Context: an optimization exercise on an open-source flow, tuned for small area. The choices shown serve that exercise and are no tape-out recipe. Function was checked by simulation only, so behaviour that the tests miss may differ from the original. Power and IR drop assume default switching activity.

<file path="flow/config.mk">
export PLATFORM = sky130hd
export DESIGN_NAME = pong_core
export DESIGN_NICKNAME = pong_core
export VERILOG_FILES = /design/flow/design.v
export SDC_FILE = /design/flow/constraint.sdc
export NUM_CORES = 4
export LEC_CHECK = 0
export CAP_MARGIN = 20
export CORE_MARGIN = 2
export CORE_UTILIZATION = 40
export SLEW_MARGIN = 20
</file>
<file path="flow/constraint.sdc">
create_clock -name core_clock -period 10.0 [get_ports {clk}]
set_input_delay 2.0000 -clock core_clock [delete_from_list [all_inputs] [get_ports {clk}]]
set_output_delay 2.0000 -clock core_clock [all_outputs]
set_load 0.01 [all_outputs]
</file>
<file path="flow/design.v">
module debounce(
    input PB,   
	 input clk,	
	 input Reset,
    output reg PB_state,   
    output PB_down,   
    output PB_up    
);
reg PB_sync_0;  always @(posedge clk) if(Reset) PB_sync_0 <= 1'b0; else PB_sync_0 <= ~PB;   
reg PB_sync_1;  always @(posedge clk) if(Reset) PB_sync_1 <= 1'b0; else PB_sync_1 <= PB_sync_0;
reg [14:0] PB_cnt;
wire PB_idle = (PB_state==PB_sync_1);
wire PB_cnt_max = &PB_cnt;	 
always @(posedge clk)
if(Reset)
begin
    PB_cnt <= 0;
    PB_state <= 0;
end
else if(PB_idle)
    PB_cnt <= 0;   
else
begin
    PB_cnt <= PB_cnt + 15'd1;   
    if(PB_cnt_max) PB_state <= ~PB_state;   
end
assign PB_down = ~PB_idle & PB_cnt_max & ~PB_state;
assign PB_up   = ~PB_idle & PB_cnt_max &  PB_state;
endmodule
module pong_core(clk,BTN_EAST, BTN_WEST, Reset, CounterX, CounterY, inDisplayArea, vga_R, vga_G, vga_B, oLed);
input clk;
input wire BTN_EAST, BTN_WEST;
input Reset;
input wire [9:0] CounterX;
input wire [8:0] CounterY;
input wire inDisplayArea;
output vga_R, vga_G, vga_B;
output wire [7:0] oLed;
reg [7:0] oLedCount;
reg [8:0] PaddlePosition;
reg [9:0] ballX;
reg [8:0] ballY;
reg ball_inX, ball_inY;
reg ball_dirX, ball_dirY;
wire left, right;
debounce deboright(.PB(BTN_EAST), .clk(clk), .Reset(Reset), .PB_state(),.PB_down(right),.PB_up());
debounce deboleft (.PB(BTN_WEST), .clk(clk), .Reset(Reset), .PB_state(),.PB_down(left),.PB_up());
always @(posedge clk)
if(Reset)
	PaddlePosition <= 9'd192;
else if(left ^ right)
begin
	if(right)
	begin
		if(~&PaddlePosition)         
			PaddlePosition <= PaddlePosition + 64;
	end
	else
	begin
		if(|PaddlePosition)         
			PaddlePosition <= PaddlePosition - 64;
	end
end
always @(posedge clk)
if(Reset)
	ball_inX <= 0;
else if(ball_inX==0) 
	ball_inX <= (CounterX==ballX) & ball_inY; 
	else
		ball_inX <= !(CounterX==ballX+16);
always @(posedge clk)
if(Reset)
	ball_inY <= 0;
else if(ball_inY==0) 
	ball_inY <= (CounterY==ballY); 
	else 
		ball_inY <= !(CounterY==ballY+16);
wire ball = ball_inX & ball_inY;
wire border = (CounterX[9:3]==0) || (CounterX[9:3]==79) || (CounterY[8:3]==0) || (CounterY[8:3]==59);
wire paddle = (CounterX>=PaddlePosition+8) && (CounterX<=PaddlePosition+120) && (CounterY[8:4]==27);
wire borderDown = (CounterY[8:3]==59);
wire BouncingObject = border | paddle;  
reg ResetCollision;
always @(posedge clk) if(Reset) ResetCollision <= 0; else ResetCollision <= (CounterY==500) & (CounterX==0);   
reg CollisionX1, CollisionX2, CollisionY1, CollisionY2, collisionPaddle, collisionDown;
always @(posedge clk) if(ResetCollision | Reset) CollisionX1<=0; else if(BouncingObject & (CounterX==ballX   ) & (CounterY==ballY+ 8)) CollisionX1<=1;
always @(posedge clk) if(ResetCollision | Reset) CollisionX2<=0; else if(BouncingObject & (CounterX==ballX+16) & (CounterY==ballY+ 8)) CollisionX2<=1;
always @(posedge clk) if(ResetCollision | Reset) CollisionY1<=0; else if(BouncingObject & (CounterX==ballX+ 8) & (CounterY==ballY   )) CollisionY1<=1;
always @(posedge clk) if(ResetCollision | Reset) CollisionY2<=0; else if(BouncingObject & (CounterX==ballX+ 8) & (CounterY==ballY+16)) CollisionY2<=1;
always @(posedge clk) if(ResetCollision | Reset) collisionPaddle<=0; else if(paddle & (CounterX==ballX+ 8) & (CounterY==ballY+16)) collisionPaddle<=1;
always @(posedge clk) if(ResetCollision | Reset) collisionDown<=0; else if(borderDown & (CounterX==ballX+ 8) & (CounterY==ballY+16)) collisionDown<=1;
wire UpdateBallPosition = ResetCollision;   
reg [3:0] velocity;
reg newGame;
always @(posedge clk)
begin
if (Reset | collisionDown)
		newGame<=0;
	else 
		newGame<=1;
end 
always @(posedge clk)
if(Reset)
begin
	oLedCount <= 0;
	velocity <= 1;
	ballX <= 10'd312;
	ballY <= 9'd200;
	ball_dirX <= 0;
	ball_dirY <= 0;
end
else if(UpdateBallPosition && newGame)
begin
	if(collisionPaddle)
	begin
		oLedCount <= oLedCount + 1;
	end	
	if (oLedCount <9)
		velocity <= 1;
	if (oLedCount > 9 && oLedCount < 19)
		velocity <= 2;
	if (oLedCount > 19 && oLedCount < 25)
		velocity <= 3;
	if (oLedCount > 25 && oLedCount < 31)
		velocity <= 4;
	if(~(CollisionX1 & CollisionX2))         
	begin
		ballX <= ballX + (ball_dirX ? -velocity : velocity);
		if(CollisionX2)
			ball_dirX <= 1; 
			else if(CollisionX1)
				ball_dirX <= 0;
	end
	if(~(CollisionY1 & CollisionY2))         
	begin
		ballY <= ballY + (ball_dirY ? -velocity : velocity);
		if(CollisionY2) 
			begin
			ball_dirY <= 1; 
			end
			else if(CollisionY1) 
				ball_dirY <= 0;
	end
end
assign oLed = oLedCount;
wire R = BouncingObject | ball;
wire G = BouncingObject ;
wire B = BouncingObject | ball;
reg vga_R, vga_G, vga_B;
always @(posedge clk)
if(Reset)
begin
  vga_R <= 0;
  vga_G <= 0;
  vga_B <= 0;
end
else
begin
  vga_R <= R & inDisplayArea;
  vga_G <= G & inDisplayArea;
  vga_B <= B & inDisplayArea;
end
endmodule 
</file>
<file path="flow/run.sh">
#!/bin/bash
# synth_recipe.tcl (not shown) runs the flow's synth.tcl, then flattens the netlist and writes it again
# the make line also repeats each setting of config.mk as NAME=value (left out here)
make -C /OpenROAD-flow-scripts/flow DESIGN_CONFIG=/design/flow/config.mk WORK_HOME=/design/flow/orfs CLKGATE_MAP_FILE= SYNTH_SCRIPT=/design/flow/synth_recipe.tcl finish
</file>
==> results.ini <==
[run_status]
status = complete, no violations

[logic_synthesis]
synthFlopType = dfxtp_1
syn_nets = 704
ys_warn_count = 2
synth_edf_count = 0
synthArstFlopShare_pct = 0
synth_seq_cells = 83
netlist_instances = 638
synth_cell_types = 63
synth.yosys.seq_area_share_pct = 31.8
syn_avg_cell_area_um2 = 8.19
synthesis.area_um2 = 5230

[setup_path]
path_max_fanout = 5
critical_path_class = input port to flop
cp.required_ns = 10.24
r2r_slack_ns = 7.02
r2r_cells = 12
end_kind = flop
r2r-start = velocity[0]
cp.arrival_ns = 4.13
endpoint = CollisionY2
startpoint = CounterX[7]
timing.rr.end = ballY[8]
start_kind = input port

[die]
io_pins = 35
coreArea_um2 = 12700
die_w_um = 118
initial_utilization_pct = 41.2
std_cell_rows = 41
die-area_um2 = 14000
die_h_um = 118

[layout]
syn2layout_area_growth_pct = 14.5
final_util_pct = 47.2
fin_nets = 726
antenna_cells = 0
mostFrequentLayoutCell = dfxtp_1
fillers = 1272
drive_gt1_share_pct = 4.36
final_cell_mix = 83 x dfxtp_1, 79 x nor2_1, 58 x nand2_1

[detailed_routing]
drt-total-wl_um = 11400
dr_wl_met3_um = 315
dr.max_layer_used = met4
viasPerCell = 5.27
first_pass_iters = 4
num_vias = 4415
routedWlPerCell_um = 13.6
dr_wl_met2_um = 5510
antenna_left = 0
drt_iter0_drc = 232
remaining_drc_errors = 0
met1Wirelength_um = 5480

[clocking]
clk_path_buf_depth = 2
hold_buffers = 0
cts.sinks = 83
clockRootBuffer = clkbuf_16
cts_resized = 0
post_cts_buffers = 0
h-tree-depth = 3
cts_tree = done
numCtsBuffers = 9
clock_latency_ns = 0.34
clkTransAtPathRegs_ns = 0.06

[sta]
whs_ns = 0.432
setup_tns_ns = 0
maxSlewViolCount = 0
tightest_slew_ns = 0.639
hold_viol_final = 0
finalCritPeriodShare_pct = 38.9
setup_viol = 0
min_period_ns = 3.89
finClkSkew_ns = 0.00459
slew-limit-headroom_pct = 57.0
rsz0062_at_grt = no
setup_ws_ns = 6.11
fmax_mhz = 257

[placed_design]
hpwl_um = 8490
post-place-ws_ns = 5.75
place.gp.congestion = 0.814
portBuffers = 34

[pwr]
ir_worst_vdd_mv = 0.0714
p_total_uw = 707
cellPowerDensity_nw_per_um2 = 118
p_leak_nw = 2.31

[global_route]
grtUsageTotal_pct = 17.1
grt_max_degree = 54
grt_pass1_vias = 4248
grt_pass1_wl_um = 19700
gr-total-overflow = 0
antenna_found_initial = 0

[worst_hold_path]
min_path_cells = 1
min_path_type = flop to flop

[flow_run]
maxCapViolCount = 0

==> power by group <==
part	switching (mW)	leakage (nW)	internal [mW]
combinational	0.0194	1.51	0.0168
clock	0.143	0.134	0.195
sequential	0.000805	0.670	0.332
==> per-stage QoR <==
stage / cell area [um2] / instances
3_5_place_dp: 5680 / 821
2_1_floorplan: 5230 / 638
5_1_grt: 5980 / 837
6_report: 5980 / 837
4_1_cts: 5980 / 837
3_3_place_gp: 5680 / 821
==> registers in the layout, indices dropped and copies added (netlist names), 3 cells and up <==
name              cells
deboright.PB_cnt     15
velocity              3
deboleft.PB_cnt      15
PaddlePosition        3
ballY                 9
oLedCount             8
ballX                10
==> worst max-delay path, stage by stage <==
cell and delay [ns]:
clkdlybuf4s50_1 0.50, ha_1 0.36, a2111o_1 0.41, a31oi_1 0.15
or4_1 0.15, a21oi_2 0.05, or2_2 0.30, a22o_1 0.19
==> worst min-delay path by stage <==
stage / startpoint / end / slack, ns
after floorplan: collisionDown / newGame / 0.39
after global placement: deboleft.PB_sync_0 / deboleft.PB_sync_1 / 0.42
after detailed placement: collisionDown / newGame / 0.41
after CTS: collisionDown / newGame / 0.43
after global routing: collisionDown / newGame / 0.44
final: collisionDown / newGame / 0.43
==> per-layer routing <==
layer / up-vias / global-route usage, %
met5: - / 0
met4: 0 / 5.27
li1: 2284 / -
met1: 2075 / 21.4
met2: 48 / 29.0
met3: 8 / 3.86
==> layout make-up <==
cell class / instances / area, um2 / share of cell area [%]
tap: 172 / 215 / 3.60
multi-input combinational: 505 / 3360 / 56.2
inverter: 26 / 97.6 / 1.63
clock buffer: 9 / 225 / 3.76
clock inverter: 7 / 77.6 / 1.30
sequential: 83 / 1660 / 27.8
timing repair buffer: 35 / 343 / 5.73
==> kinds of logic (layout without fill, tap and decap cells) <==
logic type / Yosys count / after routing / share of synthesized area (%)
AOI/OAI and AO/OA: 107 / 107 / 13.5
xor gates and xnor gates: 72 / 72 / 12.1
adders and majority gates: 42 / 42 / 10.5
buffers and inverters: 50 / 77 / 3.83
DFF: 83 / 83 / 31.8
muxes: 11 / 11 / 2.13
and+or+nand+nor: 273 / 273 / 26.2
==> cells in the mapped netlist (6+ instances only) <==
master	number	share of area (%)
a21oi_1	27	2.6
inv_1	26	1.9
nor2_1	79	5.7
nand3b_1	6	0.86
nand2b_1	13	1.6
nand4_1	11	1.3
ha_1	39	9.3
nand2_1	58	4.2
clkbuf_1	19	1.4
nor2b_1	8	0.96
xnor2_1	33	5.5
xor2_1	39	6.5
o21bai_1	6	0.86
mux2i_1	10	1.9
o21ai_0	21	2.0
dfxtp_1	83	32
and3_1	11	1.3
nor3_1	20	1.9
a21o_1	7	1.0
nand3_1	29	2.8

==> port drivers added, routing unchanged <==
Ports are ideal in the flow. The routed layout listed here was re-timed in OpenROAD.
Step 1 assumes that a clkbuf_16 drives the clock port and a buf_2 every other input.
Step 2, shift: input delay + t, output delay - t, t = (earliest + latest rising clock arrival at the registers) / 2. This alone moves slack from input paths to output paths.
a / b / c = no drivers / after step 1 / after step 2; a / b = the first two.
t, ns: 0.377
slack for setup (ns): 6.110 / 6.104 / 5.728
worst setup path at the end: input to register
After both steps this run still meets setup and hold. For this run, drivers alone change the setup slack by -0.006 ns; drivers and shift together by -0.382 ns.
